Source: an optimization exercise on an open RTL-to-GDS flow (aim: a short achievable clock period and few clock cycles). Production flows keep margins and buffers that such runs may drop. Function was checked by simulation only, so behaviour that the tests miss may differ from the original. Power figures rest on the tool's default switching activity, not on a simulated workload.

[design/flow/run.sh]
#!/bin/bash
# synth_recipe.tcl (not shown) runs the flow's synth.tcl, then flattens the netlist and writes it again
# the make line also repeats each setting of config.mk as NAME=value (left out here)
make -C /OpenROAD-flow-scripts/flow DESIGN_CONFIG=/design/flow/config.mk WORK_HOME=/design/flow/orfs CLKGATE_MAP_FILE= SYNTH_SCRIPT=/design/flow/synth_recipe.tcl finish
[design/flow/config.mk]
export PLATFORM = sky130hd
export DESIGN_NAME = sm_pcpu
export DESIGN_NICKNAME = sm_pcpu
export VERILOG_FILES = /design/flow/design.v
export SDC_FILE = /design/flow/constraint.sdc
export NUM_CORES = 4
export LEC_CHECK = 0
export CAP_MARGIN = 20
export CORE_MARGIN = 2
export CORE_UTILIZATION = 30
export SETUP_SLACK_MARGIN = 0.3
export SLEW_MARGIN = 20
[design/flow/constraint.sdc]
create_clock -name core_clock -period 6.5 [get_ports {clk}]
set_input_delay 1.3000 -clock core_clock [delete_from_list [all_inputs] [get_ports {clk}]]
set_output_delay 1.3000 -clock core_clock [all_outputs]
set_load 0.01 [all_outputs]
[design/flow/design.v]
module sm_register
#(
    parameter WIDTH = 1
)
(
    input                        clk,
    input      [ WIDTH - 1 : 0 ] d,
    output reg [ WIDTH - 1 : 0 ] q
);
    always @ (posedge clk)
        q <= d;
endmodule
module sm_register_c
#(
    parameter WIDTH = 1
)
(
    input                        clk,
    input                        rst_n,
    input      [ WIDTH - 1 : 0 ] d,
    output reg [ WIDTH - 1 : 0 ] q
);
    localparam RESET = { WIDTH { 1'b0 } };
    always @ (posedge clk or negedge rst_n)
        if(~rst_n)
            q <= RESET;
        else
            q <= d;
endmodule
module sm_register_we
#(
    parameter WIDTH = 1
)
(
    input                        clk,
    input                        rst_n,
    input                        we,
    input      [ WIDTH - 1 : 0 ] d,
    output reg [ WIDTH - 1 : 0 ] q
);
    localparam RESET = { WIDTH { 1'b0 } };
    always @ (posedge clk or negedge rst_n)
        if(~rst_n)
            q <= RESET;
        else
            if(we) q <= d;
endmodule
module sm_register_cs
#(
    parameter WIDTH = 1
)
(
    input                        clk,
    input                        rst_n,
    input                        clr_n,
    input      [ WIDTH - 1 : 0 ] d,
    output     [ WIDTH - 1 : 0 ] q
);
    localparam RESET = { WIDTH { 1'b0 } };
    wire [ WIDTH - 1 : 0 ] dc = ~clr_n ? RESET : d;
    sm_register_c #(WIDTH) r_cs (clk, rst_n, dc, q);
endmodule
module sm_register_wes
#(
    parameter WIDTH = 1
)
(
    input                        clk,
    input                        rst_n,
    input                        clr_n,
    input                        we,
    input      [ WIDTH - 1 : 0 ] d,
    output     [ WIDTH - 1 : 0 ] q
);
    localparam RESET = { WIDTH { 1'b0 } };
    wire [ WIDTH - 1 : 0 ] dc = ~clr_n ? RESET : d;
    sm_register_we #(WIDTH) r_cs (clk, rst_n, we, dc, q);
endmodule
module sm_cpu
(
    input           clk,         
    input           rst_n,       
    input   [ 4:0]  regAddr,     
    output  [31:0]  regData,     
    output  [31:0]  imAddr,      
    input   [31:0]  imData,      
    output  [31:0]  dmAddr,      
    output          dmWe,        
    output  [31:0]  dmWData,     
    output          dmValid,     
    input           dmReady,     
    input   [31:0]  dmRData      
);
    wire        pcSrc;
    wire [ 1:0] pcExc;
    wire        regDst;
    wire        regWrite;
    wire        aluSrc;
    wire        aluZero;
    wire [ 2:0] aluControl;
    wire        memToReg;
    wire        memWrite;
    wire        memAccess;
    wire        hz_stall;
    wire        hz_mem_en;
    wire [31:0] pc;
    wire [31:0] pcBranch;
    wire [31:0] pcNext  = pc + 4;
    wire [31:0] pc_new;
    wire [31:0] pc_flow = ~pcSrc ? pcNext : pcBranch;
    sm_register_we #(32) r_pc(clk ,rst_n, ~hz_stall, pc_new, pc);
    assign imAddr = pc >> 2;   
    wire [31:0] instr = imData;
    wire [31:0] rd0;
    assign regData = (regAddr != 0) ? rd0 : pc;
    wire [ 4:0] a3  = regDst ? instr[15:11] : instr[20:16];
    wire [31:0] rd1;
    wire [31:0] rd2;
    wire [31:0] wd3;
    sm_register_file rf
    (
        .clk        ( clk          ),
        .a0         ( regAddr      ),
        .a1         ( instr[25:21] ),
        .a2         ( instr[20:16] ),
        .a3         ( a3           ),
        .rd0        ( rd0          ),
        .rd1        ( rd1          ),
        .rd2        ( rd2          ),
        .wd3        ( wd3          ),
        .we3        ( regWrite     )
    );
    wire [31:0] signImm = { {16 { instr[15] }}, instr[15:0] };
    assign pcBranch = pcNext + (signImm << 2);
    wire [31:0] aluResult;
    wire [31:0] srcB = aluSrc ? signImm : rd2;
    sm_alu alu
    (
        .srcA       ( rd1          ),
        .srcB       ( srcB         ),
        .oper       ( aluControl   ),
        .shift      ( instr[10:6 ] ),
        .zero       ( aluZero      ),
        .result     ( aluResult    )
    );
    assign dmWe = memWrite;
    assign dmAddr = aluResult;
    assign dmWData = rd2;
    assign dmValid = hz_mem_en;
    wire        cw_cpzToReg;
    wire        cw_cpzRegWrite;
    wire        cp0_ExcAsync;        
    wire        cp0_ExcSync;         
    wire        cw_cpzExcEret;       
    wire        excRiFound;          
    wire        cw_epcSrc;
    wire        cw_branch;           
    sm_control sm_control
    (
        .cmdOper    ( instr[31:26] ),
        .cmdRegS    ( instr[25:21] ),
        .cmdFunk    ( instr[ 5:0 ] ),
        .aluZero    ( aluZero      ),
        .pcSrc      ( pcSrc        ),
        .pcExc      ( pcExc        ),
        .regDst     ( regDst       ),
        .regWrite   ( regWrite     ),
        .aluSrc     ( aluSrc       ),
        .aluControl ( aluControl   ),
        .memWrite   ( memWrite     ),
        .memToReg   ( memToReg     ),
        .memAccess  ( memAccess    ),
        .branch     ( cw_branch    ),
        .cw_cpzToReg    ( cw_cpzToReg    ),
        .cw_cpzRegWrite ( cw_cpzRegWrite ),
        .cw_cpzExcEret  ( cw_cpzExcEret  ),
        .excAsync       ( cp0_ExcAsync   ),
        .excSync        ( cp0_ExcSync    ),
        .cw_epcSrc      ( cw_epcSrc      ),
        .excRiFound     ( excRiFound     )
    );
    wire [31:0] cp0_EPC;                     
    wire [31:0] cp0_ExcHandler;              
    wire [ 4:0] cp0_regNum = instr[15:11];   
    wire [ 2:0] cp0_regSel = instr[ 2:0 ];   
    wire [31:0] cp0_regRD;                   
    wire [31:0] cp0_regWD   = rd2;           
    wire        cp0_TI;                      
    wire [ 5:0] cp0_ExcIP = { cp0_TI, 5'b0 };  
    wire        cp0_ExcRI   = excRiFound;    
    wire        cp0_ExcOv   = 1'b0;          
    wire        cp0_ExcAsyncRq;              
    wire [31:0] cp0_PC = cw_epcSrc ? pc : pc_flow;
    sm_cpz sm_cpz
    (
        .clk            ( clk            ),
        .rst_n          ( rst_n          ),
        .cp0_PC         ( cp0_PC         ),
        .cp0_EPC        ( cp0_EPC        ),
        .cp0_ExcHandler ( cp0_ExcHandler ),
        .cp0_ExcAsyncReq( cp0_ExcAsyncRq ),
        .cp0_ExcAsyncAck( cp0_ExcAsyncRq ),
        .cp0_ExcAsync   ( cp0_ExcAsync   ),
        .cp0_ExcSync    ( cp0_ExcSync    ),
        .cp0_ExcEret    ( cw_cpzExcEret  ),
        .cp0_regNum     ( cp0_regNum     ),
        .cp0_regSel     ( cp0_regSel     ),
        .cp0_regRD      ( cp0_regRD      ),
        .cp0_regWD      ( cp0_regWD      ),
        .cp0_regWE      ( cw_cpzRegWrite ),
        .cp0_ExcIP      ( cp0_ExcIP      ),
        .cp0_ExcRI      ( cp0_ExcRI      ),
        .cp0_ExcOv      ( cp0_ExcOv      ),
        .cp0_TI         ( cp0_TI         )
    );
    assign wd3 = memToReg    ? dmRData   :
                ( cw_cpzToReg ? cp0_regRD : aluResult );
    assign pc_new = pcExc == 2'b01  ?  cp0_ExcHandler :
                    pcExc == 2'b10 ?  cp0_EPC        :
                   pc_flow;
    wire memWait;
    wire memAccessStart    = ~memWait &  memAccess;
    wire memAccessDone     =  memWait &  dmReady;
    wire memAccessProgress =  memWait & ~dmReady;
    wire memWait_new = memAccessStart ? 1 :  
                       memAccessDone  ? 0 :  
                       memWait;
    sm_register_c r_memWait(clk ,rst_n, memWait_new, memWait);
    assign hz_stall  = memAccessStart | memAccessProgress;
    assign hz_mem_en = memAccessStart;
endmodule
module sm_control
(
    input      [5:0] cmdOper,
    input      [4:0] cmdRegS,
    input      [5:0] cmdFunk,
    input            aluZero,
    output           pcSrc,
    output     [1:0] pcExc,
    output reg       regDst,
    output reg       regWrite,
    output reg       aluSrc,
    output reg [2:0] aluControl,
    output reg       memWrite,
    output reg       memToReg,
    output reg       memAccess,
    output reg       branch,
    output reg       cw_cpzToReg,
    output reg       cw_cpzRegWrite,
    output reg       cw_cpzExcEret,
    input            excAsync,
    input            excSync,
    output           cw_epcSrc,
    output reg       excRiFound      
);
    reg          condZero;
    assign pcSrc = branch & (aluZero == condZero);
    assign cw_epcSrc = excSync;
    wire   exception = excAsync | excSync;
    assign pcExc = exception      ? 2'b01  :
                   cw_cpzExcEret  ? 2'b10 : 2'b00;
    always @ (*) begin
        branch      = 1'b0;
        condZero    = 1'b0;
        regDst      = 1'b0;
        regWrite    = 1'b0;
        aluSrc      = 1'b0;
        aluControl  = 3'b000;
        memWrite    = 1'b0;
        memToReg    = 1'b0;
        memAccess   = 1'b0;
        cw_cpzToReg    = 1'b0;
        cw_cpzRegWrite = 1'b0;
        cw_cpzExcEret  = 1'b0;
        excRiFound  = 1'b0;
        casez( {cmdOper,cmdFunk, cmdRegS} )
            default               : excRiFound = 1'b1;
            { 6'b000000,  6'b100001, 5'b????? } : begin regDst = 1'b1; regWrite = 1'b1; aluControl = 3'b000;  end
            { 6'b000000,  6'b100101,   5'b????? } : begin regDst = 1'b1; regWrite = 1'b1; aluControl = 3'b001;   end
            { 6'b000000,  6'b000010,  5'b????? } : begin regDst = 1'b1; regWrite = 1'b1; aluControl = 3'b011;  end
            { 6'b000000,  6'b000000,  5'b????? } : begin regDst = 1'b1; regWrite = 1'b1; aluControl = 3'b110;  end
            { 6'b000000,  6'b101011, 5'b????? } : begin regDst = 1'b1; regWrite = 1'b1; aluControl = 3'b100; end
            { 6'b000000,  6'b100011, 5'b????? } : begin regDst = 1'b1; regWrite = 1'b1; aluControl = 3'b101; end
            { 6'b001001, 6'b??????,  5'b????? } : begin regWrite = 1'b1; aluSrc = 1'b1; aluControl = 3'b000;  end
            { 6'b001111,   6'b??????,  5'b????? } : begin regWrite = 1'b1; aluSrc = 1'b1; aluControl = 3'b010;  end
            { 6'b100011,    6'b??????,  5'b????? } : begin regWrite = 1'b1; aluSrc = 1'b1; aluControl = 3'b000; 
                                                  memToReg = 1'b1; memAccess = 1'b1; end
            { 6'b101011,    6'b??????,  5'b????? } : begin memWrite = 1'b1; aluSrc = 1'b1; aluControl = 3'b000; 
                                                  memAccess = 1'b1; end
            { 6'b000100,   6'b??????,  5'b????? } : begin branch = 1'b1; condZero = 1'b1; aluControl = 3'b101; end
            { 6'b000101,   6'b??????,  5'b????? } : begin branch = 1'b1; aluControl = 3'b101; end
            { 6'b010000, 6'b??????, 5'b00000 } : begin cw_cpzToReg = 1'b1; regWrite = 1'b1; end
            { 6'b010000, 6'b??????, 5'b00100 } : begin cw_cpzRegWrite = 1'b1; end
            { 6'b010000, 6'b011000, 5'b10000   } : begin cw_cpzExcEret  = 1'b1; end
            { 6'b000000,  6'b000000,  5'b00000    } : ;
        endcase
    end
endmodule
module sm_alu
(
    input  [31:0] srcA,
    input  [31:0] srcB,
    input  [ 2:0] oper,
    input  [ 4:0] shift,
    output        zero,
    output reg [31:0] result
);
    always @ (*) begin
        case (oper)
            default   : result = srcA + srcB;
            3'b000  : result = srcA + srcB;
            3'b001   : result = srcA | srcB;
            3'b010  : result = (srcB << 16);
            3'b011  : result = srcB >> shift;
            3'b110  : result = srcB << shift;
            3'b100 : result = (srcA < srcB) ? 1 : 0;
            3'b101 : result = srcA - srcB;
        endcase
    end
    assign zero   = (result == 0);
endmodule
module sm_register_file
(
    input         clk,
    input  [ 4:0] a0,
    input  [ 4:0] a1,
    input  [ 4:0] a2,
    input  [ 4:0] a3,
    output [31:0] rd0,
    output [31:0] rd1,
    output [31:0] rd2,
    input  [31:0] wd3,
    input         we3
);
    reg [31:0] rf [31:0];
        assign rd0 = ( a0 == 5'b0      ) ? 32'b0 :
                     ( a0 == a3 && we3 ) ? wd3   : rf [a0];
        assign rd1 = ( a1 == 5'b0      ) ? 32'b0 :
                     ( a1 == a3 && we3 ) ? wd3   : rf [a1];
        assign rd2 = ( a2 == 5'b0      ) ? 32'b0 :
                     ( a2 == a3 && we3 ) ? wd3   : rf [a2];
    always @ (posedge clk)
        if(we3) rf [a3] <= wd3;
endmodule
module sm_cpz
(
    input         clk,
    input         rst_n,
    input  [31:0] cp0_PC,            
    output [31:0] cp0_EPC,           
    output [31:0] cp0_ExcHandler,    
    output        cp0_ExcAsyncReq,  
    input         cp0_ExcAsyncAck,
    output        cp0_ExcAsync,   
    output        cp0_ExcSync,    
    input         cp0_ExcEret,       
    input  [ 4:0] cp0_regNum,        
    input  [ 2:0] cp0_regSel,        
    output [31:0] cp0_regRD,         
    input  [31:0] cp0_regWD,         
    input         cp0_regWE,         
    input  [ 5:0] cp0_ExcIP,         
    input         cp0_ExcRI,         
    input         cp0_ExcOv,         
    output        cp0_TI             
);
    assign cp0_ExcHandler = 32'h100;
    wire [31:0] cp0_Status;          
    wire [ 7:0] cp0_StatusIM;        
    wire        cp0_StatusEXL;       
    wire        cp0_StatusIE;        
    wire [31:0] cp0_Cause;           
    wire        cp0_CauseTI;         
    wire        cp0_CauseDC;         
    wire [ 7:0] cp0_CauseIP;         
    wire [ 4:0] cp0_CauseExcCode;    
    wire [31:0] cp0_Compare;         
    wire [31:0] cp0_Count;           
    assign cp0_Status = {   16'b0,
                            cp0_StatusIM, 
                            6'b0, 
                            cp0_StatusEXL, 
                            cp0_StatusIE 
                        };
    assign cp0_Cause  = {   1'b0, 
                            cp0_CauseTI, 
                            2'b0, 
                            cp0_CauseDC, 
                            11'b0, 
                            cp0_CauseIP, 
                            1'b0, 
                            cp0_CauseExcCode, 
                            2'b0 
                        };
    wire cp0_Status_sel  =  (cp0_regNum == 5'd12)
                         && (cp0_regSel == 3'd0);
    wire cp0_Cause_sel   =  (cp0_regNum == 5'd13)
                         && (cp0_regSel == 3'd0);
    wire cp0_EPC_sel     =  (cp0_regNum == 5'd14)
                         && (cp0_regSel == 3'd0);
    wire cp0_Compare_sel =  (cp0_regNum == 5'd11)
                         && (cp0_regSel == 3'd0);
    wire cp0_Count_sel   =  (cp0_regNum == 5'd9)
                         && (cp0_regSel == 3'd0);
    assign cp0_regRD =  cp0_Compare_sel ? cp0_Compare : (
                        cp0_Count_sel   ? cp0_Count   : (
                        cp0_Status_sel  ? cp0_Status  : (
                        cp0_Cause_sel   ? cp0_Cause   : (
                        cp0_EPC_sel     ? cp0_EPC     : 32'b0 ))));
    wire        cp0_Compare_load  = cp0_Compare_sel & cp0_regWE;
    sm_register_we #(32) r_cp0_Compare(clk, rst_n, cp0_Compare_load, cp0_regWD, cp0_Compare);
    wire        cp0_Count_load  = cp0_Count_sel  & cp0_regWE;
    wire [31:0] cp0_Count_new   = cp0_Count_load ? cp0_regWD : cp0_Count + 1;
    wire        cp0_Count_we    = cp0_Count_load | ~cp0_CauseDC;
    sm_register_we #(32) r_cp0_Count(clk, rst_n, cp0_Count_we, cp0_Count_new, cp0_Count);
    wire cp0_Status_load = (cp0_regWE && cp0_Status_sel);
    wire cp0_StatusIE_new = cp0_regWD [0];
    sm_register_we r_cp0_StatusIE(clk, rst_n, cp0_Status_load, cp0_StatusIE_new, cp0_StatusIE);
    wire [ 7:0] cp0_StatusIM_new = cp0_regWD [15:8];
    sm_register_we #(8) r_cp0_StatusIM(clk, rst_n, cp0_Status_load, cp0_StatusIM_new, cp0_StatusIM);
    assign cp0_ExcAsyncReq =  |(cp0_CauseIP & cp0_StatusIM) & ~cp0_StatusEXL;
    wire cp0_RequestForSync  = cp0_ExcRI | cp0_ExcOv;
    wire cp0_StatusEXL_new = cp0_Status_load ? cp0_regWD [1] :
                             cp0_ExcEret     ? 1'b0          :
                             cp0_StatusEXL | cp0_ExcAsyncAck | cp0_RequestForSync;
    sm_register_c  r_cp0_StatusEXL(clk, rst_n, cp0_StatusEXL_new, cp0_StatusEXL);
    assign cp0_ExcAsync = cp0_ExcAsyncAck     & ~cp0_StatusEXL;
    assign cp0_ExcSync  = cp0_RequestForSync  & ~cp0_StatusEXL;
    wire cp0_ExcRequest = cp0_ExcAsync | cp0_ExcSync;
    wire cp0_Cause_load = (cp0_regWE && cp0_Cause_sel);
    wire cp0_CauseDC_next = cp0_regWD [27];
    sm_register_we r_cp0_CauseDC(clk, rst_n, cp0_Cause_load, cp0_CauseDC_next, cp0_CauseDC);
    assign cp0_TI = cp0_CauseTI;
    wire cp0_CauseTI_next = cp0_Compare_load ? 1'b0 :
                            cp0_CauseTI      ? 1'b1 :
                            cp0_StatusIE & ~cp0_CauseDC & (cp0_Compare == cp0_Count);
    sm_register_c r_cp0_CauseTI(clk, rst_n, cp0_CauseTI_next, cp0_CauseTI);
    wire [ 7:0] cp0_CauseIP_next;
    assign cp0_CauseIP_next [1:0] = cp0_Cause_load ? cp0_regWD [9:8] : cp0_CauseIP [1:0];
    assign cp0_CauseIP_next [7:2] = cp0_ExcEret   ? 6'b0              :
                                    cp0_StatusEXL ? cp0_CauseIP [7:2] :
                                    cp0_StatusIE  ? cp0_ExcIP         : cp0_CauseIP [7:2];
    sm_register_c #(8) r_cp0_CauseIP(clk, rst_n, cp0_CauseIP_next, cp0_CauseIP);
    wire [ 4:0] cp0_CauseExcCode_next = cp0_ExcRI ? 5'h0a : (
                                        cp0_ExcOv ? 5'h0c : 5'h00 );
    sm_register_we #(5) r_cp0_CauseExcCode(clk, rst_n, cp0_ExcRequest, cp0_CauseExcCode_next, cp0_CauseExcCode);
    wire cp0_EPC_load = (cp0_regWE && cp0_EPC_sel);
    wire [31:0] cp0_EPC_next = cp0_EPC_load   ? cp0_regWD : 
                               cp0_ExcRequest ? cp0_PC    : cp0_EPC;
    sm_register_c #(32) r_cp0_epc(clk, rst_n, cp0_EPC_next, cp0_EPC);
endmodule
module sm_pcpu
(
    input           clk,         
    input           rst_n,       
    input   [ 4:0]  regAddr,     
    output  [31:0]  regData,     
    output  [31:0]  imAddr,      
    input   [31:0]  imData,      
    output  [31:0]  dmAddr,      
    output          dmWe,        
    output  [31:0]  dmWData,     
    output          dmValid,     
    input           dmReady,     
    input   [31:0]  dmRData      
);
    wire cw_pcSrc_D;
    wire [ 1:0] cw_pcExc_D;
    wire hz_stall_n_F;
    wire hz_cancel_branch_F;
    wire hz_stall_n_D;
    wire hz_flush_n_D;    
    wire [1:0] hz_forwardEPC_F;
    wire [31:0] pc_F;
    wire [31:0] pcBranch_D;
    wire [31:0] pcNext_F  = pc_F + 4;
    wire [31:0] pcFlow_F  = cw_pcSrc_D & ~hz_cancel_branch_F ? pcBranch_D : pcNext_F;
    wire [31:0] cp0_ExcHandler_M;
    wire [31:0] cp0_EPC_M;
    wire [31:0] writeData_E;
    wire [31:0] writeData_M;
    wire [31:0] EPC_F     = ( hz_forwardEPC_F == 2'b10 ) ? writeData_E :
                            ( hz_forwardEPC_F == 2'b01 ) ? writeData_M :
                             cp0_EPC_M;
    wire [31:0] pcNew_F   = cw_pcExc_D == 2'b01  ?  cp0_ExcHandler_M :
                            cw_pcExc_D == 2'b10 ?  EPC_F            :
                           pcFlow_F;
    sm_register_we #(32) r_pc_f (clk ,rst_n, hz_stall_n_F, pcNew_F, pc_F);
    assign imAddr = pc_F >> 2;   
    wire [31:0] instr_F = imData;
    wire [31:0] pc_D;
    wire [31:0] pcNext_D;
    wire [31:0] instr_D;
    sm_register_wes #(32) r_pc_D (clk, rst_n, hz_flush_n_D, hz_stall_n_D, pc_F, pc_D);
    sm_register_wes #(32) r_pcNext_D (clk, rst_n, hz_flush_n_D, hz_stall_n_D, pcNext_F, pcNext_D);
    sm_register_wes #(32) r_instr_D  (clk, rst_n, hz_flush_n_D, hz_stall_n_D, instr_F, instr_D);
    wire [31:0] regData0_D;
    assign regData = (regAddr != 0) ? regData0_D : pc_F;
    wire cw_regWrite_W;
    wire cw_branch_D;
    wire hz_forwardA_D;   
    wire hz_forwardB_D;   
    wire hz_irq_disable_D;
    wire hz_flush_n_E;
    wire hz_stall_n_E;
    wire [ 5:0] instrOp_D  = instr_D[31:26];
    wire [ 5:0] instrFn_D  = instr_D[ 5:0 ];
    wire [ 4:0] instrRs_D  = instr_D[25:21];
    wire [ 4:0] instrRt_D  = instr_D[20:16];
    wire [ 4:0] instrRd_D  = instr_D[15:11];
    wire [15:0] instrImm_D = instr_D[15:0 ];
    wire [ 4:0] instrSa_D  = instr_D[10:6 ];
    wire [ 2:0] instrSel_D = instr_D[ 2:0 ];
    wire [ 4:0] writeReg_W;
    wire [31:0] regData1_D;
    wire [31:0] regData2_D;
    wire [31:0] writeData_W;
    sm_register_file rf
    (
        .clk        ( clk           ),
        .a0         ( regAddr       ),
        .a1         ( instrRs_D     ),
        .a2         ( instrRt_D     ),
        .a3         ( writeReg_W    ),
        .rd0        ( regData0_D    ),
        .rd1        ( regData1_D    ),
        .rd2        ( regData2_D    ),
        .wd3        ( writeData_W   ),
        .we3        ( cw_regWrite_W )
    );
    wire [31:0] signImm_D = { {16 { instrImm_D[15] }}, instrImm_D };
    assign pcBranch_D = pcNext_D + (signImm_D << 2);
    wire [31:0] aluResult_M;
    wire [31:0] regData1F_D = hz_forwardA_D ? aluResult_M : regData1_D;
    wire [31:0] regData2F_D = hz_forwardB_D ? aluResult_M : regData2_D;
    wire        aluZero_D = ( regData1F_D == regData2F_D );
    wire        cw_regDst_D;
    wire        cw_regWrite_D;
    wire        cw_aluSrc_D;
    wire [ 2:0] cw_aluCtrl_D;
    wire        cw_memWrite_D;
    wire        cw_memToReg_D;
    wire        cw_memAccess_D;
    wire        cw_cpzToReg_D;
    wire        cw_cpzRegWrite_D;
    wire        cw_cpzExcEret_D;
    wire        excRiFound_D;
    wire        cp0_ExcAsyncReq_M;
    wire        irqRequest_D  = cp0_ExcAsyncReq_M & ~hz_irq_disable_D;  
    wire        excSync_D     = excRiFound_D;
    wire        cw_epcSrc_D;
    wire [31:0] epcNext_D =  cw_epcSrc_D ? pc_D : pcFlow_F;
    sm_control sm_control
    (
        .cmdOper    ( instrOp_D       ),
        .cmdRegS    ( instrRs_D       ),
        .cmdFunk    ( instrFn_D       ),
        .aluZero    ( aluZero_D       ),
        .pcSrc      ( cw_pcSrc_D      ),
        .pcExc      ( cw_pcExc_D      ),
        .regDst     ( cw_regDst_D     ),
        .regWrite   ( cw_regWrite_D   ),
        .aluSrc     ( cw_aluSrc_D     ),
        .aluControl ( cw_aluCtrl_D    ),
        .memWrite   ( cw_memWrite_D   ),
        .memToReg   ( cw_memToReg_D   ),
        .memAccess  ( cw_memAccess_D  ),
        .branch     ( cw_branch_D     ),
        .cw_cpzToReg    ( cw_cpzToReg_D    ),
        .cw_cpzRegWrite ( cw_cpzRegWrite_D ),
        .cw_cpzExcEret  ( cw_cpzExcEret_D  ),
        .excAsync       ( irqRequest_D     ),
        .excSync        ( excSync_D        ),
        .cw_epcSrc      ( cw_epcSrc_D      ),
        .excRiFound     ( excRiFound_D     ) 
    );
    wire [31:0] epcNext_E;
    wire [31:0] regData1_E;
    wire [31:0] regData2_E;
    wire [31:0] signImm_E;
    wire [ 4:0] instrRs_E;
    wire [ 4:0] instrRt_E;
    wire [ 4:0] instrRd_E;
    wire [ 4:0] instrSa_E;
    wire [ 2:0] instrSel_E;
    wire        excRiFound_E;
    wire        irqRequest_E;
    sm_register_wes #(32) r_epcNext_E    (clk, rst_n, hz_flush_n_E, hz_stall_n_E, epcNext_D,    epcNext_E);
    sm_register_wes #(32) r_regData1_E   (clk, rst_n, hz_flush_n_E, hz_stall_n_E, regData1_D,   regData1_E);
    sm_register_wes #(32) r_regData2_E   (clk, rst_n, hz_flush_n_E, hz_stall_n_E, regData2_D,   regData2_E);
    sm_register_wes #(32) r_signImm_E    (clk, rst_n, hz_flush_n_E, hz_stall_n_E, signImm_D,    signImm_E);
    sm_register_wes #( 5) r_instrRs_E    (clk, rst_n, hz_flush_n_E, hz_stall_n_E, instrRs_D,    instrRs_E);
    sm_register_wes #( 5) r_instrRt_E    (clk, rst_n, hz_flush_n_E, hz_stall_n_E, instrRt_D,    instrRt_E);
    sm_register_wes #( 5) r_instrRd_E    (clk, rst_n, hz_flush_n_E, hz_stall_n_E, instrRd_D,    instrRd_E);
    sm_register_wes #( 5) r_instrSa_E    (clk, rst_n, hz_flush_n_E, hz_stall_n_E, instrSa_D,    instrSa_E);
    sm_register_wes #( 3) r_instrSel_E   (clk, rst_n, hz_flush_n_E, hz_stall_n_E, instrSel_D,   instrSel_E);
    sm_register_wes       r_excRiFound_E (clk, rst_n, hz_flush_n_E, hz_stall_n_E, excRiFound_D, excRiFound_E);
    sm_register_wes       r_irqRequest_E (clk, rst_n, hz_flush_n_E, hz_stall_n_E, irqRequest_D, irqRequest_E);
    wire        cw_regWrite_E;
    wire        cw_regDst_E;
    wire        cw_aluSrc_E;
    wire [2:0]  cw_aluCtrl_E;
    wire        cw_memWrite_E;
    wire        cw_memToReg_E;
    wire        cw_memAccess_E;
    wire        cw_cpzRegWrite_E;
    wire        cw_cpzExcEret_E;
    wire        cw_cpzToReg_E;
    sm_register_wes      r_cw_regWrite_E    (clk, rst_n, hz_flush_n_E, hz_stall_n_E, cw_regWrite_D, cw_regWrite_E);
    sm_register_wes      r_cw_regDst_E      (clk, rst_n, hz_flush_n_E, hz_stall_n_E, cw_regDst_D,   cw_regDst_E);
    sm_register_wes      r_cw_aluSrc_E      (clk, rst_n, hz_flush_n_E, hz_stall_n_E, cw_aluSrc_D,   cw_aluSrc_E);
    sm_register_wes #(3) r_cw_aluCtrl_E     (clk, rst_n, hz_flush_n_E, hz_stall_n_E, cw_aluCtrl_D,  cw_aluCtrl_E);
    sm_register_wes      r_cw_memWrite_E    (clk, rst_n, hz_flush_n_E, hz_stall_n_E, cw_memWrite_D, cw_memWrite_E);
    sm_register_wes      r_cw_memToReg_E    (clk, rst_n, hz_flush_n_E, hz_stall_n_E, cw_memToReg_D, cw_memToReg_E);
    sm_register_wes      r_cw_memAccess_E   (clk, rst_n, hz_flush_n_E, hz_stall_n_E, cw_memAccess_D,   cw_memAccess_E);
    sm_register_wes      r_cw_cpzRegWrite_E (clk, rst_n, hz_flush_n_E, hz_stall_n_E, cw_cpzRegWrite_D, cw_cpzRegWrite_E);
    sm_register_wes      r_cw_cpzExcEret_E  (clk, rst_n, hz_flush_n_E, hz_stall_n_E, cw_cpzExcEret_D,  cw_cpzExcEret_E);
    sm_register_wes      r_cw_cpzToReg_E    (clk, rst_n, hz_flush_n_E, hz_stall_n_E, cw_cpzToReg_D,    cw_cpzToReg_E);
    wire [31:0] instr_E;
    sm_register_wes #(32) r_instr_E  (clk, rst_n, hz_flush_n_E, hz_stall_n_E, instr_D, instr_E);
    wire [ 1:0] hz_forwardA_E;   
    wire [ 1:0] hz_forwardB_E;   
    wire        hz_forwardEPC_E;
    wire        hz_stall_n_M;
    wire [31:0] aluSrcA_E = ( hz_forwardA_E == 2'b01 ) ? writeData_W : (
                            ( hz_forwardA_E == 2'b10 ) ? aluResult_M : regData1_E );
    assign      writeData_E = ( hz_forwardB_E == 2'b01 ) ? writeData_W : (
                              ( hz_forwardB_E == 2'b10 ) ? aluResult_M : regData2_E );
    wire [31:0] aluSrcB_E =   cw_aluSrc_E ? signImm_E : writeData_E;
    wire        aluZero_E;       
    wire [31:0] aluResult_E;
    sm_alu alu
    (
        .srcA       ( aluSrcA_E    ),
        .srcB       ( aluSrcB_E    ),
        .oper       ( cw_aluCtrl_E ),
        .shift      ( instrSa_E    ),
        .zero       ( aluZero_E    ),
        .result     ( aluResult_E  ) 
    );
    wire [ 4:0] writeReg_E = cw_regDst_E ? instrRd_E : instrRt_E;
    wire [31:0] epcNext_f_E = hz_forwardEPC_E ? pcBranch_D : epcNext_E;
    wire [31:0] epcNext_M;
    wire [ 4:0] writeReg_M;
    wire [ 4:0] instrRd_M;
    wire [ 2:0] instrSel_M;
    wire        excRiFound_M;
    wire        irqRequest_M;
    sm_register_we #(32) r_epcNext_M    (clk, rst_n, hz_stall_n_M, epcNext_f_E,   epcNext_M);
    sm_register_we #(32) r_aluResult_M  (clk, rst_n, hz_stall_n_M, aluResult_E, aluResult_M);
    sm_register_we #(32) r_writeData_M  (clk, rst_n, hz_stall_n_M, writeData_E, writeData_M);
    sm_register_we #( 5) r_writeReg_M   (clk, rst_n, hz_stall_n_M, writeReg_E,  writeReg_M);
    sm_register_we #( 5) r_instrRd_M    (clk, rst_n, hz_stall_n_M, instrRd_E,   instrRd_M);
    sm_register_we #( 3) r_instrSel_M   (clk, rst_n, hz_stall_n_M, instrSel_E,  instrSel_M);
    sm_register_we       r_excRiFound_M (clk, rst_n, hz_stall_n_M, excRiFound_E, excRiFound_M);
    sm_register_we       r_irqRequest_M (clk, rst_n, hz_stall_n_M, irqRequest_E,  irqRequest_M);
    wire          cw_regWrite_M;
    wire          cw_memWrite_M;
    wire          cw_memToReg_M;
    wire          cw_memAccess_M;
    wire          cw_cpzRegWrite_M;
    wire          cw_cpzExcEret_M;
    wire          cw_cpzToReg_M;
    sm_register_we r_cw_regWrite_M    (clk, rst_n, hz_stall_n_M, cw_regWrite_E, cw_regWrite_M);
    sm_register_we r_cw_memWrite_M    (clk, rst_n, hz_stall_n_M, cw_memWrite_E, cw_memWrite_M);
    sm_register_we r_cw_memToReg_M    (clk, rst_n, hz_stall_n_M, cw_memToReg_E, cw_memToReg_M);
    sm_register_we r_cw_memAccess_M   (clk, rst_n, hz_stall_n_M, cw_memAccess_E,   cw_memAccess_M);
    sm_register_we r_cw_cpzRegWrite_M (clk, rst_n, hz_stall_n_M, cw_cpzRegWrite_E, cw_cpzRegWrite_M);
    sm_register_we r_cw_cpzExcEret_M  (clk, rst_n, hz_stall_n_M, cw_cpzExcEret_E,  cw_cpzExcEret_M);
    sm_register_we r_cw_cpzToReg_M    (clk, rst_n, hz_stall_n_M, cw_cpzToReg_E,    cw_cpzToReg_M);
    wire [31:0] instr_M;
    sm_register_we #(32) r_instr_M  (clk, rst_n, hz_stall_n_M, instr_E, instr_M);
    wire hz_stall_n_W;
    assign dmWe    = cw_memWrite_M;
    assign dmAddr  = aluResult_M;
    assign dmWData = writeData_M;
    assign dmValid = cw_memAccess_M;
    wire cp0_ExcSync_M;          
    wire cp0_ExcAsync_M;         
    wire cp0_ExcOv_M  = 1'b0;    
    wire [31:0] cp0_Data_M;
    wire cp0_TI_M;
    wire [5:0] cp0_ExcIP_M = { cp0_TI_M, 5'b0 };
    sm_cpz sm_cpz
    (
        .clk            ( clk              ),
        .rst_n          ( rst_n            ),
        .cp0_PC         ( epcNext_M        ),
        .cp0_EPC        ( cp0_EPC_M        ),
        .cp0_ExcHandler ( cp0_ExcHandler_M ),
        .cp0_ExcAsyncReq ( cp0_ExcAsyncReq_M ),
        .cp0_ExcAsyncAck ( irqRequest_M    ),
        .cp0_ExcAsync   ( cp0_ExcAsync_M   ),
        .cp0_ExcSync    ( cp0_ExcSync_M    ),
        .cp0_ExcEret    ( cw_cpzExcEret_M  ),
        .cp0_regNum     ( instrRd_M        ),
        .cp0_regSel     ( instrSel_M       ),
        .cp0_regRD      ( cp0_Data_M       ),
        .cp0_regWD      ( writeData_M      ),
        .cp0_regWE      ( cw_cpzRegWrite_M ),
        .cp0_ExcIP      ( cp0_ExcIP_M      ),
        .cp0_ExcRI      ( excRiFound_M     ),
        .cp0_ExcOv      ( cp0_ExcOv_M      ),
        .cp0_TI         ( cp0_TI_M         )
    );
    wire [31:0] aluResult_W;
    wire [31:0] cp0_Data_W;
    sm_register_we #(32) r_aluResult_W (clk, rst_n, hz_stall_n_W, aluResult_M, aluResult_W);
    sm_register_we #(32) r_cp0_Data_W  (clk, rst_n, hz_stall_n_W, cp0_Data_M,  cp0_Data_W);
    sm_register_we #(5)  r_writeReg_W  (clk, rst_n, hz_stall_n_W, writeReg_M,  writeReg_W);
    wire          cw_memToReg_W;
    wire          cw_cpzToReg_W;
    sm_register_we r_cw_memToReg_W (clk, rst_n, hz_stall_n_W, cw_memToReg_M, cw_memToReg_W);
    sm_register_we r_cw_cpzToReg_W (clk, rst_n, hz_stall_n_W, cw_cpzToReg_M, cw_cpzToReg_W);
    sm_register_we r_cw_regWrite_W (clk, rst_n, hz_stall_n_W, cw_regWrite_M, cw_regWrite_W);
    wire [31:0] instr_W;
    sm_register_we #(32) r_instr_W (clk, rst_n, hz_stall_n_W, instr_M, instr_W);
    wire [31:0] readData_W =  dmRData;
    wire         memBusy_W = ~dmReady;
    assign writeData_W = cw_memToReg_W ? readData_W : 
                         cw_cpzToReg_W ? cp0_Data_W : aluResult_W;
    sm_hazard_unit sm_hazard_unit
    (
        .instrRs_E      ( instrRs_E     ),
        .instrRt_E      ( instrRt_E     ),
        .writeReg_M     ( writeReg_M    ),
        .writeReg_W     ( writeReg_W    ),
        .cw_regWrite_M  ( cw_regWrite_M ),
        .cw_regWrite_W  ( cw_regWrite_W ),
        .hz_forwardA_E  ( hz_forwardA_E ),
        .hz_forwardB_E  ( hz_forwardB_E ),
        .instrRs_D      ( instrRs_D     ),
        .instrRt_D      ( instrRt_D     ),
        .writeReg_E     ( writeReg_E    ),
        .cw_memToReg_E  ( cw_memToReg_E ),
        .hz_stall_n_F   ( hz_stall_n_F  ),
        .hz_stall_n_D   ( hz_stall_n_D  ),
        .hz_flush_n_E   ( hz_flush_n_E  ),
        .memBusy_W      ( memBusy_W     ),
        .cw_memWrite_M  ( cw_memWrite_M ),
        .hz_stall_n_E   ( hz_stall_n_E  ),
        .hz_stall_n_M   ( hz_stall_n_M  ),
        .hz_stall_n_W   ( hz_stall_n_W  ),
        .cw_branch_D    ( cw_branch_D   ),
        .cw_regWrite_E  ( cw_regWrite_E ),
        .cw_memToReg_M  ( cw_memToReg_M ),
        .cw_cpzToReg_M  ( cw_cpzToReg_M ),
        .hz_forwardA_D  ( hz_forwardA_D ),
        .hz_forwardB_D  ( hz_forwardB_D ),
        .cw_cpzToReg_E      ( cw_cpzToReg_E      ),
        .cw_pcSrc_D         ( cw_pcSrc_D         ),
        .irqRequest_E       ( irqRequest_E       ),
        .irqRequest_M       ( irqRequest_M       ),
        .hz_flush_n_D       ( hz_flush_n_D       ),
        .cw_cpzExcEret_D    ( cw_cpzExcEret_D    ),
        .excSync_D          ( excSync_D          ),
        .hz_cancel_branch_F ( hz_cancel_branch_F ),
        .hz_forwardEPC_E    ( hz_forwardEPC_E    ),
        .hz_irq_disable_D   ( hz_irq_disable_D   ),
        .hz_forwardEPC_F    ( hz_forwardEPC_F    ),
        .cw_cpzRegWrite_E   ( cw_cpzRegWrite_E   ),
        .cw_cpzRegWrite_M   ( cw_cpzRegWrite_M   ),
        .instrRd_E          ( instrRd_E          ),
        .instrRd_M          ( instrRd_M          ),
        .instrSel_E         ( instrSel_E         ),
        .instrSel_M         ( instrSel_M         )
    );
endmodule
module sm_hazard_unit
(
    input   [ 4:0]  instrRs_E,
    input   [ 4:0]  instrRt_E,
    input   [ 4:0]  writeReg_M,
    input   [ 4:0]  writeReg_W,
    input           cw_regWrite_M,
    input           cw_regWrite_W,
    output  [ 1:0]  hz_forwardA_E,   
    output  [ 1:0]  hz_forwardB_E,   
    input   [ 4:0]  instrRs_D,
    input   [ 4:0]  instrRt_D,
    input   [ 4:0]  writeReg_E,
    input           cw_memToReg_E,
    output          hz_stall_n_F,    
    output          hz_stall_n_D,    
    output          hz_flush_n_E,    
    input           memBusy_W,
    input           cw_memWrite_M,
    output          hz_stall_n_E,
    output          hz_stall_n_M,
    output          hz_stall_n_W,
    input           cw_branch_D,
    input           cw_regWrite_E,
    input           cw_memToReg_M,
    input           cw_cpzToReg_M,
    output          hz_forwardA_D,   
    output          hz_forwardB_D,   
    input           cw_cpzToReg_E,
    input           cw_pcSrc_D,
    input           irqRequest_E,
    input           irqRequest_M,
    output          hz_flush_n_D,       
    input           cw_cpzExcEret_D,
    input           excSync_D,
    output          hz_cancel_branch_F,
    output          hz_forwardEPC_E,
    output          hz_irq_disable_D,
    output   [ 1:0] hz_forwardEPC_F,
    input           cw_cpzRegWrite_E,
    input           cw_cpzRegWrite_M,
    input   [ 4:0]  instrRd_E,
    input   [ 4:0]  instrRd_M,
    input   [ 2:0]  instrSel_E,
    input   [ 2:0]  instrSel_M
);
    assign hz_forwardA_E =  ( instrRs_E == 5'b0                        ) ? 2'b00 : (
                            ( instrRs_E == writeReg_M && cw_regWrite_M ) ? 2'b10   : (
                            ( instrRs_E == writeReg_W && cw_regWrite_W ) ? 2'b01   : 2'b00 ));
    assign hz_forwardB_E =  ( instrRt_E == 5'b0                        ) ? 2'b00 : (
                            ( instrRt_E == writeReg_M && cw_regWrite_M ) ? 2'b10   : (
                            ( instrRt_E == writeReg_W && cw_regWrite_W ) ? 2'b01   : 2'b00 ));
    wire hz_mem_stall = ( cw_cpzToReg_E || cw_memToReg_E ) && ( instrRs_D == writeReg_E || instrRt_D == writeReg_E );
    assign hz_forwardA_D = ( instrRs_D != 5'b0 && instrRs_D == writeReg_M && cw_regWrite_M );
    assign hz_forwardB_D = ( instrRt_D != 5'b0 && instrRt_D == writeReg_M && cw_regWrite_M );
    wire hz_branch_stall =  cw_branch_D && (
                             ( cw_regWrite_E && ( instrRs_D == writeReg_E || instrRt_D == writeReg_E ))
                          || ( (cw_memToReg_M || cw_cpzToReg_M) && ( instrRs_D == writeReg_M || instrRt_D == writeReg_M ))
                            );
    wire hz_stall_prior_to_E = hz_mem_stall || hz_branch_stall;
    wire   hz_branch_after_irq = cw_pcSrc_D & irqRequest_E;      
    assign hz_cancel_branch_F  = hz_branch_after_irq;            
    assign hz_forwardEPC_E     = hz_branch_after_irq;            
    assign hz_irq_disable_D = irqRequest_E | irqRequest_M;
    assign hz_flush_n_D = ~((cw_pcSrc_D & ~irqRequest_E)  
                           | cw_cpzExcEret_D              
                           | excSync_D );                 
    assign hz_forwardEPC_F = ( cw_cpzExcEret_D && cw_cpzRegWrite_E && 
                               instrRd_E  == 5'd14 && 
                               instrSel_E == 3'd0 ) ? 2'b10 :
                             ( cw_cpzExcEret_D && cw_cpzRegWrite_M && 
                               instrRd_M  == 5'd14 && 
                               instrSel_M == 3'd0 ) ? 2'b01 : 2'b00;
    wire hz_stall_prior_to_W = memBusy_W;
    assign hz_stall_n_F = ~hz_stall_prior_to_E & ~hz_stall_prior_to_W;
    assign hz_stall_n_D = ~hz_stall_prior_to_E & ~hz_stall_prior_to_W;
    assign hz_flush_n_E = ~hz_stall_prior_to_E;
    assign hz_stall_n_E = ~hz_stall_prior_to_W;
    assign hz_stall_n_M = ~hz_stall_prior_to_W;
    assign hz_stall_n_W = ~hz_stall_prior_to_W;
endmodule
==> flow_summary.toml <==
[cells_and_area]
area_occupied_by_registers_um2 = 44900
post_route_design_area_um2 = 111000
post_route_cells_drive_above_1_share_pct = 24.4
nets = 8039
nFillCells = 30524
layout-area-overhead-vs-synth_pct = 16.7
multiInputGateArea_um2 = 47400

[synth]
synth_async_sr_flop_share_pct = 35.5
synth_edf_count = 1024
synth_top_cell_by_area = "sky130_fd_sc_hd__edfxtp_1"
ys_seq_elements = 1588
yosys_warnings = 12
synth.area.top_cells = "sky130_fd_sc_hd__edfxtp_1, sky130_fd_sc_hd__mux4_2, sky130_fd_sc_hd__dfrtp_1, sky130_fd_sc_hd__mux2i_1, sky130_fd_sc_hd__nand2_1"
post_synth_inst_count = 7505
synth_area_per_cell_um2 = 12.7
synth_top_cell_area_share_pct = 32.3
synth_seq_area_share_pct = 47.1
synthDistinctLibCells = 101
synthFlopType = "sky130_fd_sc_hd__edfxtp_1"
post_synth_instance_area_um2 = 95200

[timing]
post-route-min-period_ps = 6170
finalCritPeriodShare_pct = 95.0
unrepaired_setup_endpoints_after_global_routing = "yes"
worst_hold_margin_ps = 418
setup-violations-final = 0
max-slew-margin-rel_pct = 10.5
pin_slew_with_the_least_headroom_to_its_limit_ps = 1330
timing_hold_violations_final = 0
tns_ps = 0
fin_skew_ps = 64.5
postLayoutSetupSlackWorst_ps = 328
slew_viol_final = 0
max_freq_mhz = 162

[power]
cell_internal_pwr_mw = 26.0
p_switching_mw = 20.7
worst_vdd_ir_v = 0.000410
netSwitchingFraction_pct = 44.3
comb_power_share_pct = 48.0
pwrdens_nw_per_um2 = 420
clockPowerShare_pct = 21.2
total_leakage_power_nw = 39.5
p_seq_share_pct = 30.7

[global_routing]
grt_pass1_vias = 73728
globalRouteMet1Util_pct = 33.3
antenna_found_initial = 27
gr-usage-all-layers_pct = 25.7
grt_pass1_wl_um = 588000
global_route.usage.met3_pct = 8.19
grt.overflow.total = 0
grt_max_degree = 180
met2_track_demand_over_resource_in_global_routing_pct = 37.8
gr-max-usage-layer = "met2"

[floorplan]
floorplan.die.width_um = 567
rows = 206
die_area_um2 = 322000
die_y_um = 567
io_pins = 202
core_area_um2 = 315000
initial_utilization_pct = 30.2

[detailed_routing]
first_iter_violations = 11871
drt_pass1_iterations = 8
remaining_drc_errors = 0
routed_wirelength_um = 426000
route.detailed.wl_per_inst_um = 35.1
drtAntennaViolNets = 0
route.vias.total = 76505
vias_per_cell = 6.30

[cts]
cts-hold-fix-buffers = 0
clock_latency_at_the_later_pin_of_the_worst_skew_pair_ps = 880
clock_tree.buffer_depth = 3
cts-htree-levels = 4
cts.sink_count = 1588
tritoncts_buffer_count = 171
cts-root-buf = "sky130_fd_sc_hd__clkbuf_16"
cts_tree = "yes"
clk_pin_slew_ps = 60

[place]
dpl_cell_area_um2 = 105000
preCtsSetupSlack_ps = 59.3
io_buffers = 199
hpwlAfterDp_um = 296000
gp_congestion = 1.01

[setup_path]
cp-start-kind = "register"
worst-setup-path-type = "reg2reg"
critPathMaxStageDelay_ps = 840
worst_path_cell_chain = "buf_4, nor2_4, nand4_1, buf_4, o21a_2, buf_4, nand3_1, and2_1, a2111oi_1, nand4_1, nor4_1, o2111ai_1, nor3_2, buf_4, mux2i_4, buf_12, buf_4, mux2i_1, mux2i_1, o2bb2ai_1"
critical_path_arrival_ps = 6930
path_max_fanout = 19
cp-startpoint = "r_instr_D.r_cs.q[19]"
crit_path_frequent_cell = "sky130_fd_sc_hd__buf_4"
timing.critical_path.required_ps = 7250
crit_path_end_kind = "register"
critPathSlowestCell = "sky130_fd_sc_hd__dfrtp_1"
worst_r2r_startpoint = "r_instr_D.r_cs.q[19]"

[run_status]
status = "complete, no violations"

[flow_run]
max-cap-violations = 0

[min_path]
timing.hold.worst.class = "in2async"
-- power groups by stage --
stage / sequential, mW / combinational (mW) / clock [mW]
6_report: 14.3 / 22.4 / 9.91
5_1_grt: 14.4 / 23.1 / 10.4
4_1_cts: 14.3 / 21.5 / 9.98
3_5_place_dp: 14.5 / 21.5 / 0
3_3_place_gp: 14.5 / 21.4 / 0
2_1_floorplan: 13.6 / 11.8 / 0
-- registers in the layout (all words and copies together) (netlist names), 5 cells and up --
signal and cells:
r_pcNext_D.r_cs.q 30, r_instr_D.r_cs.q 32, r_regData1_E.r_cs.q 32, r_pc_D.r_cs.q 32, r_writeReg_M.q 5, r_cp0_Data_W.q 32
r_pc_f.q 32, rf.rf 1024, sm_cpz.r_cp0_Count.q 32, r_signImm_E.r_cs.q 16, r_epcNext_M.q 32, r_writeReg_W.q 5
r_aluResult_M.q 32, sm_cpz.r_cp0_epc.q 32, r_epcNext_E.r_cs.q 32, sm_cpz.r_cp0_Compare.q 32, r_instrRd_M.q 5, r_regData2_E.r_cs.q 32
sm_cpz.r_cp0_StatusIM.q 8, r_writeData_M.q 32, r_instrRt_E.r_cs.q 5, r_instrRs_E.r_cs.q 5, r_aluResult_W.q 32
-- cells in the final DEF (no fill, tap or decap), types with 45 or more instances in the layout --
master and instances:
sky130_fd_sc_hd__o21ai_0 332, sky130_fd_sc_hd__nand4_1 56, sky130_fd_sc_hd__edfxtp_1 1024, sky130_fd_sc_hd__nor2_1 431, sky130_fd_sc_hd__xnor2_1 147, sky130_fd_sc_hd__a22oi_1 94, sky130_fd_sc_hd__nand2_1 560, sky130_fd_sc_hd__buf_4 529
sky130_fd_sc_hd__nand3_1 87, sky130_fd_sc_hd__clkdlybuf4s50_1 192, sky130_fd_sc_hd__dfrtp_1 551, sky130_fd_sc_hd__o22ai_1 71, sky130_fd_sc_hd__o221ai_1 83, sky130_fd_sc_hd__a31oi_1 55, sky130_fd_sc_hd__a22o_1 145, sky130_fd_sc_hd__inv_1 189
sky130_fd_sc_hd__mux4_2 759, sky130_fd_sc_hd__a21o_1 45, sky130_fd_sc_hd__o2bb2ai_1 68, sky130_fd_sc_hd__a21oi_1 370, sky130_fd_sc_hd__xor2_1 80, sky130_fd_sc_hd__mux2_2 171, sky130_fd_sc_hd__buf_12 55, sky130_fd_sc_hd__o211ai_1 49
sky130_fd_sc_hd__mux2i_1 506, sky130_fd_sc_hd__nor3_1 98, sky130_fd_sc_hd__a211oi_1 77, sky130_fd_sc_hd__clkbuf_16 174, sky130_fd_sc_hd__ha_1 126
-- worst max-delay path, delay by kind of cell, from the launching register on --
kind	cells	cell delay [ps]
muxes	3	650
buffers and inverters	6	1530
and+or+nand+nor	7	1900
AOI/OAI and AO/OA	4	1090
DFF	1	840
-- cell families after synthesis --
kind of cell	count (synthesis)	share of synthesized area [%]
mux	1438	25.3
simple gates	1509	7.08
flops	1588	47.1
other cells	1	0.00394
xor+xnor	228	2.11
buf+inv	828	3.88
compound gates	1784	12.7
fa+ha+maj	129	1.72
-- stage by stage --
stage               total power, mW  util [%]  std cells
floorplan                      25.4         -       7506
global placement               35.8      33.3      11803
detailed placement             35.9      33.4      11811
CTS                            45.8      35.1      12123
global route                   47.8      35.2      12138
finish                         46.7      35.2      12151
-- path summary, 6_finish.rpt --
path | end | slack [ps] | cells past startpoint
worst min register to register | r_epcNext_M.q[4] | 490 | 2
worst max register to register | r_epcNext_E.r_cs.q[18] | 330 | 20
max in group asynchronous | sm_cpz.r_cp0_Compare.q[18] | 4610 | 2
worst min-delay path | r_aluResult_W.q[9] | 420 | 1
min in group core_clock | r_epcNext_M.q[4] | 490 | 2
worst max-delay path | r_epcNext_E.r_cs.q[18] | 330 | 20
-- Yosys cell counts (all sizes together) (29+ instances only) --
master / number
nor3: 109
a21oi: 372
o211ai: 49
mux4: 759
nor2b: 39
inv: 198
nand2: 560
and3: 32
nand3: 88
edfxtp: 1024
o2bb2ai: 68
dfrtp: 564
a22o: 145
nor2: 470
buf: 234
a21o: 45
o21ai: 399
nand4: 56
mux2: 171
o22ai: 71
ha: 126
xnor2: 148
a221oi: 29
clkbuf: 394
xor2: 80
a31oi: 55
a22oi: 95
o221ai: 83
mux2i: 508
a211oi: 78
-- repair_timing --
action | CTS | global route
setup buffers | 0 | 13
setup endpoints to repair | 0 | 166
gates resized for setup | 0 | 11
-- metal layers --
layer  share of wire, %  vias up
met4                6.5       28
li1                   -    30346
met1                 38    39320
met5              0.049        -
met2                 43     5690
met3                 13     1121
-- final cells by class --
class | count | share of cell area (%)
multi-input combinational | 5090 | 42.7
clock inverter | 93 | 0.835
timing repair buffer | 787 | 6.49
tap | 4160 | 4.69
sequential | 1588 | 40.4
inverter | 200 | 0.681
antenna | 14 | 0.0316
clock buffer | 219 | 4.17
Testbench counts, summed over its fixed seeds: cycles 99,369.

## afterwards: timing with drivers on the ports
In the flow no input, the clock included, has a driving cell. The finished layout below was timed again as built, in two steps. Step 1, drivers: a clkbuf_16 drives clk and a buf_2 each remaining input, both assumed. Step 2 adds t to the input delays and takes it off the output delays; t is the mean of the earliest and latest rising clock arrival at the registers after step 1. Input paths then give back, and output paths get back, about the clock's delay inside the block. a / b / c = no drivers / after step 1 / after step 2; a / b = the first two.
shift t [ns]: 0.943
setup WS [ns]: 0.328 / 0.311 / 0.029
worst data-port slew with drivers (ns): 0.10
cell pins on the clock port's net: 1
After both steps setup and hold are still met in this run. For this run, drivers alone change the setup slack by -0.017 ns; drivers and shift together by -0.299 ns.
